Context: an optimization exercise on an open-source flow, tuned for small area. The choices shown serve that exercise and are no tape-out recipe.
In this exercise RTL edits were held to simulation tests only and were not proved equivalent to the original.
Power figures rest on the tool's default switching activity, not on a simulated workload.

## SingleCycleCPU
module SingleCycleCPU (
    input   wire        clk,
    input   wire        start,
    output  wire [31:0] pc,
    input   wire [31:0] inst,
    output  wire        wb_we,
    output  wire [4:0]  wb_rd,
    output  wire [31:0] wb_data,
    output  wire [7:0]  segments,
    output  wire [3:0]  an
);
For scale: about 7,400 cells after synthesis, ~2,200 flip-flops.
Settings: LEC_CHECK=0, CAP_MARGIN=20, CORE_MARGIN=2, CORE_UTILIZATION=45, PLACE_DENSITY=0.65, SLEW_MARGIN=20, SYNTH_HIERARCHICAL=1; clock period 25.0 ns.
standard.sh (not shown) runs the stock make flow with config.mk's settings and CLKGATE_MAP_FILE= SYNTH_SCRIPT=/design/flow/synth_recipe.tcl, a recipe that flattens the netlist after the stock synthesis.
==> flow/flow/run.sh <==
#!/bin/bash
# The standard layout (standard.sh: ORFS synthesis to finish) with these
# changes to how it is built:
#  - ports are buffered with sky130_fd_sc_hd__buf_1 instead of the default
#    buffer cell chosen by buffer_ports;
#  - clock tree synthesis uses clkbuf_16 leaves over larger sink clusters and
#    inserts no dummy loads;
#  - extra antenna repair after global routing (30% ratio margin) and after
#    detailed routing if violations remain (flow/post_grt.tcl, post_drt.tcl).
# Everything else (synthesis, floorplan, power grid, taps, placement,
# routing) is the standard flow. Full output goes to standard.log.
set -euo pipefail
HERE=$(cd "$(dirname "$0")" && pwd)
export BUFFER_PORTS_ARGS="-buffer_cell sky130_fd_sc_hd__buf_1"
export CTS_ARGS="-sink_clustering_enable -repair_clock_nets -dont_use_dummy_load -sink_clustering_size 30 -sink_clustering_max_diameter 60 -buf_list sky130_fd_sc_hd__clkbuf_16"
export POST_GLOBAL_ROUTE_TCL="$HERE/post_grt.tcl"
export POST_DETAIL_ROUTE_TCL="$HERE/post_drt.tcl"
bash standard.sh finish > standard.log 2>&1
==> flow/flow/post_drt.tcl <==
# After detailed routing and the standard antenna loop: if violations remain,
# repair with a ratio margin and route again, a few times at most.
set extra_tries 0
while { [check_antennas] > 0 && $extra_tries < 3 } {
  repair_antennas -ratio_margin 30 -allow_congestion
  detailed_route {*}$::all_args
  incr extra_tries
}
==> flow/flow/post_grt.tcl <==
# After global routing: repair antennas once more with a 30% ratio margin, so
# that nets close to the limit are fixed (jumpers/diodes) before detailed
# routing, and rewrite the route guides the detailed router reads.
repair_antennas -iterations 5 -ratio_margin 30
check_placement -verbose
write_guides $::env(RESULTS_DIR)/route.guide
Rerun with:
--- a/flow/design.v
+++ b/flow/design.v
@@ -32,23 +32,19 @@
     wire [31:0] rf [1:31];
     reg  [31:1] rv;
     assign wb_we = reg_write & (rd != 5'd0);
     wire [3:0] wlo = 4'd1 << rd[1:0];
     wire [7:0] whi = {8{reg_write}} & (8'd1 << rd[4:2]);
     wire [31:0] rwe;
     generate for (g = 1; g < 32; g = g + 1) begin : rfw
         assign rwe[g] = wlo[g % 4] & whi[g / 4];
-        wire wn = ~(wlo[g % 4] & whi[g / 4]);
         reg [31:0] q;
-        wire [31:0] nx;
-        for (b = 0; b < 32; b = b + 1) begin : m
-            wmux w (.we(rwe[g]), .wn(wn), .d(wbd[b]), .q(q[b]), .y(nx[b]));
-        end
-        always @(posedge clk) q <= nx;
+        always @(posedge clk)
+            if (rwe[g]) q <= wbd;
         assign rf[g] = q;
     end endgenerate
     assign rwe[0] = 1'b0;
     always @(posedge clk or negedge start)
         if (!start) rv <= 31'd0;
         else rv <= rv | rwe[31:1];
     wire [3:0] lo1 = 4'd1 << rs1[1:0];
     wire [7:0] hi1 = 8'd1 << rs1[4:2];
@@ -157,23 +153,19 @@
         wire [7:0] hi = 8'd1 << rk[4:2];
         wire [3:0] wlo_ = {4{is_sw}} & lo;
         wire [3:0] rlo_ = {4{rd_en}} & lo;
         wire [32:0] s;
         assign s[32] = is_sw;
         for (g = 0; g < 32; g = g + 1) begin : row_
             assign mwe[32*k+g] = wlo_[g % 4] & hi[g / 4];
             assign s[g] = mv[32*k+g] & rlo_[g % 4] & hi[g / 4];
-            wire wn = ~(wlo_[g % 4] & hi[g / 4]);
             reg [7:0] q;
-            wire [7:0] nx;
-            for (b = 0; b < 8; b = b + 1) begin : m
-                wmux w (.we(mwe[32*k+g]), .wn(wn), .d(wdat[8*k+b]), .q(q[b]), .y(nx[b]));
-            end
-            always @(posedge clk) q <= nx;
+            always @(posedge clk)
+                if (mwe[32*k+g]) q <= wdat[8*k +: 8];
         end
         for (b = 0; b < 8; b = b + 1) begin : rb
             wire [32:0] d;
             assign d[32] = rs2v[8*k+b];
             for (g = 0; g < 32; g = g + 1) begin : col
                 assign d[g] = row_[g].q[b];
             end
             sel33 p (.d(d), .s(s), .o(x[8*k+b]));
@@ -245,22 +237,16 @@
 endmodule
 module mux4h (
     input  wire d0, d1, d2, d3,
     input  wire [3:0] s,
     output wire o
 );
     assign o = (d0 & s[0]) | (d1 & s[1]) | (d2 & s[2]) | (d3 & s[3]);
 endmodule
-module wmux (
-    input  wire we, wn, d, q,
-    output wire y
-);
-    assign y = (we & d) | (wn & q);
-endmodule
 module aoi222 (
     input  wire a0, s0, a1, s1, a2, s2,
     output wire y
 );
     assign y = ~((a0 & s0) | (a1 & s1) | (a2 & s2));
 endmodule
 module fadd (
     input  wire a, b, c,
Global-route usage is lower by 5.0 points.
First-iteration DRC count is lower by 13%.
Power is higher by 7.6%.
Routed wire length is lower by 15%.
Setup slack is better by 0.29 ns.
Cell count is lower by 20%.
Worst hold slack is better by 0.0077 ns.
Cell area is higher by 2.4%.
Synthesized area is higher by 2.6%.
Die area is higher by 2.5%.
Via count is lower by 23%.
Critical path depth is lower by 2.
Clock power is lower by about 7%.
Register-to-register slack is better by 0.71 ns.

## static timing again, ports no longer ideal
In the flow no input, the clock included, has a driving cell. The finished layouts below were timed again as built, in two steps. Step 1 sets driving cells, clkbuf_16 on the clock port and buf_2 on the other inputs (assumed; they add their load-dependent delay and slew). Step 2 times the ports against the registers' clock, not the clock port: input delays grow and output delays shrink by t, the midpoint of the rising clock arrivals with the driver on. Three values: no drivers, after step 1, after step 2; two values: the first two.
run	shift t [ns]	slack for setup (ns)	pins driven straight from the clock port
the first run	0.913	1.617 / 1.508 / 1.508	1
the second run	0.889	1.908 / 1.793 / 1.793	1
After both steps setup and hold are still met in every run listed. For the second run, which loses most, drivers alone change the setup slack by -0.115 ns; drivers and shift together by -0.115 ns.
